Context: an optimization exercise on an open-source flow, tuned for small area, a short achievable clock period and few clock cycles. The choices shown serve that exercise and are no tape-out recipe. The RTL was checked by simulation tests, not by an equivalence proof against the original design.

// SequentialMultiplier
module SequentialMultiplier(clock, reset, multiplicand, multiplier, product, ready, start);
Settings: LEC_CHECK=0, CAP_MARGIN=20, CORE_MARGIN=2, CORE_UTILIZATION=40, CTS_BUF_LIST=sky130_fd_sc_hd__clkbuf_8 sky130_fd_sc_hd__clkbuf_16, SETUP_SLACK_MARGIN=1.3, SLEW_MARGIN=20, SYNTH_HIERARCHICAL=1; clock period 4.0 ns.
standard.sh (not shown) runs the stock make flow with config.mk's settings and CLKGATE_MAP_FILE= SYNTH_SCRIPT=/design/flow/synth_recipe.tcl, a recipe that flattens the netlist after the stock synthesis.
==> flow/flow/run.sh <==
#!/bin/bash
# Standard layout (the standard.sh, unchanged synthesis and steps), with
# the port buffers made from sky130_fd_sc_hd__buf_1 instead of the flow's
# default pick. Every tool's output goes to standard.log here.
set -euo pipefail
export BUFFER_PORTS_ARGS="-buffer_cell sky130_fd_sc_hd__buf_1"
bash standard.sh > standard.log 2>&1
Testbench counts at the start, summed over its fixed seeds: cycles 28,808.
Change:
- CTS_BUF_LIST: sky130_fd_sc_hd__clkbuf_8 sky130_fd_sc_hd__clkbuf_16 -> default
- SETUP_SLACK_MARGIN: 1.3 -> 1.35
Effect: The new run passed the timing, design-rule and antenna checks; setup slack gets better by 0.030 ns; via count climbs by about 0.66%; flip-flop and latch count stays the same; die area is unchanged; routed wire length goes up by about 2.3%; final area rises by about 2.8%; synthesized cell count does not change; cell count goes up by 0.61%; critical path depth decreases by 4.


Another version of the RTL of SequentialMultiplier (not shown whole).
For scale: about 1,300 cells after synthesis, about 200 flip-flops, about 0.014 mm2 of cells after synthesis.
export LEC_CHECK = 0
export CAP_MARGIN = 20
export CORE_MARGIN = 2
export CORE_UTILIZATION = 40
export PLACE_DENSITY = 0.8
export SETUP_SLACK_MARGIN = 1.2
export SLEW_MARGIN = 20
export SYNTH_HIERARCHICAL = 1
create_clock -name core_clock -period 4.0 [get_ports {clock}]
Scripts as last shown in full above: flow/flow/run.sh
Testbench counts at the start, summed over its fixed seeds: cycles 28,808.
==> next run, changes <==
Settings changed: PLACE_DENSITY 0.8 to default, SETUP_SLACK_MARGIN 1.2 to 1.6.
The changed run ran to the end with no violations.
Wire length is higher by 14%.
Die area does not change.
Sequential share of layout area shrinks by 3.9 points.
Final cell count grows by 5.0%.
Synthesized area stays the same.
==> next run, changes <==
Settings changed: SETUP_SLACK_MARGIN 1.6 to 1.3.
Wire length falls by 13%; cell area fell by 12%; count of clock-buffer cells in the layout falls by 1; global-route usage came out lower by 2.6 points; synthesized cell count does not change.


SequentialMultiplier with an RTL version that a note above also has.
Size in the first run: about 1,300 cells after synthesis, roughly 130 I/O pins.
==> flow/config.mk <==
export PLATFORM = sky130hd
export DESIGN_NAME = SequentialMultiplier
export DESIGN_NICKNAME = SequentialMultiplier
export VERILOG_FILES = /design/flow/design.v
export SDC_FILE = /design/flow/constraint.sdc
export NUM_CORES = 4
export LEC_CHECK = 0
export CAP_MARGIN = 20
export CORE_MARGIN = 2
export CORE_UTILIZATION = 40
export SETUP_SLACK_MARGIN = 1.4
export SLEW_MARGIN = 20
export SYNTH_HIERARCHICAL = 1
==> flow/constraint.sdc <==
create_clock -name core_clock -period 4.0 [get_ports {clock}]
set_input_delay 0.8000 -clock core_clock [delete_from_list [all_inputs] [get_ports {clock}]]
set_output_delay 0.8000 -clock core_clock [all_outputs]
set_load 0.01 [all_outputs]
Scripts as last shown in full above: flow/flow/run.sh
Testbench counts at the start, summed over its fixed seeds: cycles 28,808.
Edit:
Settings changed: CTS_BUF_LIST from default to sky130_fd_sc_hd__clkbuf_8, CTS_CLUSTER_DIAMETER from default to 40, CTS_CLUSTER_SIZE from default to 10, SETUP_SLACK_MARGIN 1.4 to 1.3.
The new run passed the timing, design-rule and antenna checks.
Global-route usage goes down by 0.38 points.
Worst setup slack degrades by 0.091 ns.
Synthesized area stays the same.
Flip-flop and latch count does not change.
Final area goes down by 6.8%.
Non-clock buffer count goes down by 65.
Maximum frequency goes down by 3.4%.
Critical path depth is unchanged.


RTL: one of the versions met above, not the one the previous note started from.
Size in the first run: ~1300 cells after synthesis, roughly 130 I/O pins, ~14000 um^2 of cells after synthesis.
Settings: LEC_CHECK=0, CAP_MARGIN=20, CORE_MARGIN=2, CORE_UTILIZATION=40, SETUP_SLACK_MARGIN=1.2, SLEW_MARGIN=20, SYNTH_HIERARCHICAL=1; clock period 4.0 ns.
Scripts as last shown in full above: flow/flow/run.sh
Testbench counts at the start, summed over its fixed seeds: cycles 28,808.
Edit:
--- a/flow/flow/run.sh
+++ b/flow/flow/run.sh
@@ -5,2 +5,3 @@
 set -euo pipefail
+cp standard.sh standard.sh.txt 2>/dev/null || true
 export BUFFER_PORTS_ARGS="-buffer_cell sky130_fd_sc_hd__buf_1"
Settings changed: SETUP_SLACK_MARGIN 1.2 to 1.0.
Effect:
- The changed run finished with timing, DRC and antenna clean
- count of clock-buffer cells in the layout climbs by 1
- cell area barely changes
- cell count drops by 0.49%
- global-route usage drops by 0.27 points
- maximum frequency drops by 4.9%
Edit:
--- a/flow/flow/run.sh
+++ b/flow/flow/run.sh
@@ -5,3 +5,2 @@
 set -euo pipefail
-cp standard.sh standard.sh.txt 2>/dev/null || true
 export BUFFER_PORTS_ARGS="-buffer_cell sky130_fd_sc_hd__buf_1"
Settings changed: CTS_BUF_LIST set to sky130_fd_sc_hd__clkbuf_8.
The new run passed the timing, design-rule and antenna checks.
Area after synthesis is unchanged.
Via count stays flat.
Final area came out lower slightly.
First-iteration DRC count came out lower by a few percent.
Setup slack gets worse by 0.0073 ns.
Die area stays the same.
Global-route usage hardly moves.
Edit:
Settings changed: CORE_UTILIZATION 40 to 60, CTS_BUF_LIST sky130_fd_sc_hd__clkbuf_8 to not set.
Result: Die area fell by 33%; via count rose by 1.1%; cell area is about the same; worst hold slack gains 0.066 ns; setup slack got worse by 0.047 ns; routed wire length went down by about 1%; non-clock buffer count is higher by 1; clock skew shrinks by 0.0031 ns.

## what the ideal ports hide
In the flow no input, the clock included, has a driving cell. The finished layouts below were timed again as built, in two steps.
Step 1 assumes that a clkbuf_16 drives the clock port and a buf_2 every other input.
Step 2, shift: input delay + t, output delay - t, t = (earliest + latest rising clock arrival at the registers) / 2. This alone moves slack from input paths to output paths.
a / b / c = ideal ports / drivers / drivers and shift; a / b = the first two.
run | t, ns | slack for setup (ns) | clock arrival spread, ns
the first run of note 1 | 0.493 | 1.362 / 1.362 / 1.362 | 0.015 / 0.015
the second run of note 1 | 0.493 | 1.392 / 1.392 / 1.392 | 0.017 / 0.017
the first run of note 2 | 0.499 | 1.237 / 1.237 / 1.237 | 0.018 / 0.018
the second run of note 2 | 0.497 | 1.279 / 1.279 / 1.279 | 0.015 / 0.015
the third run of note 2 | 0.500 | 1.262 / 1.262 / 1.262 | 0.014 / 0.014
the first run of note 3 | 0.492 | 1.432 / 1.432 / 1.432 | 0.014 / 0.014
the second run of note 3 | 0.540 | 1.342 / 1.342 / 1.342 | 0.024 / 0.024
the first run of note 4 | 0.500 | 1.261 / 1.261 / 1.261 | 0.015 / 0.014
the second run of note 4 | 0.506 | 1.119 / 1.119 / 1.119 | 0.016 / 0.016
the third run of note 4 | 0.549 | 1.111 / 1.111 / 1.111 | 0.023 / 0.022
the fourth run of note 4 | 0.494 | 1.065 / 1.065 / 1.065 | 0.020 / 0.020
After both steps every run listed still meets setup and hold.
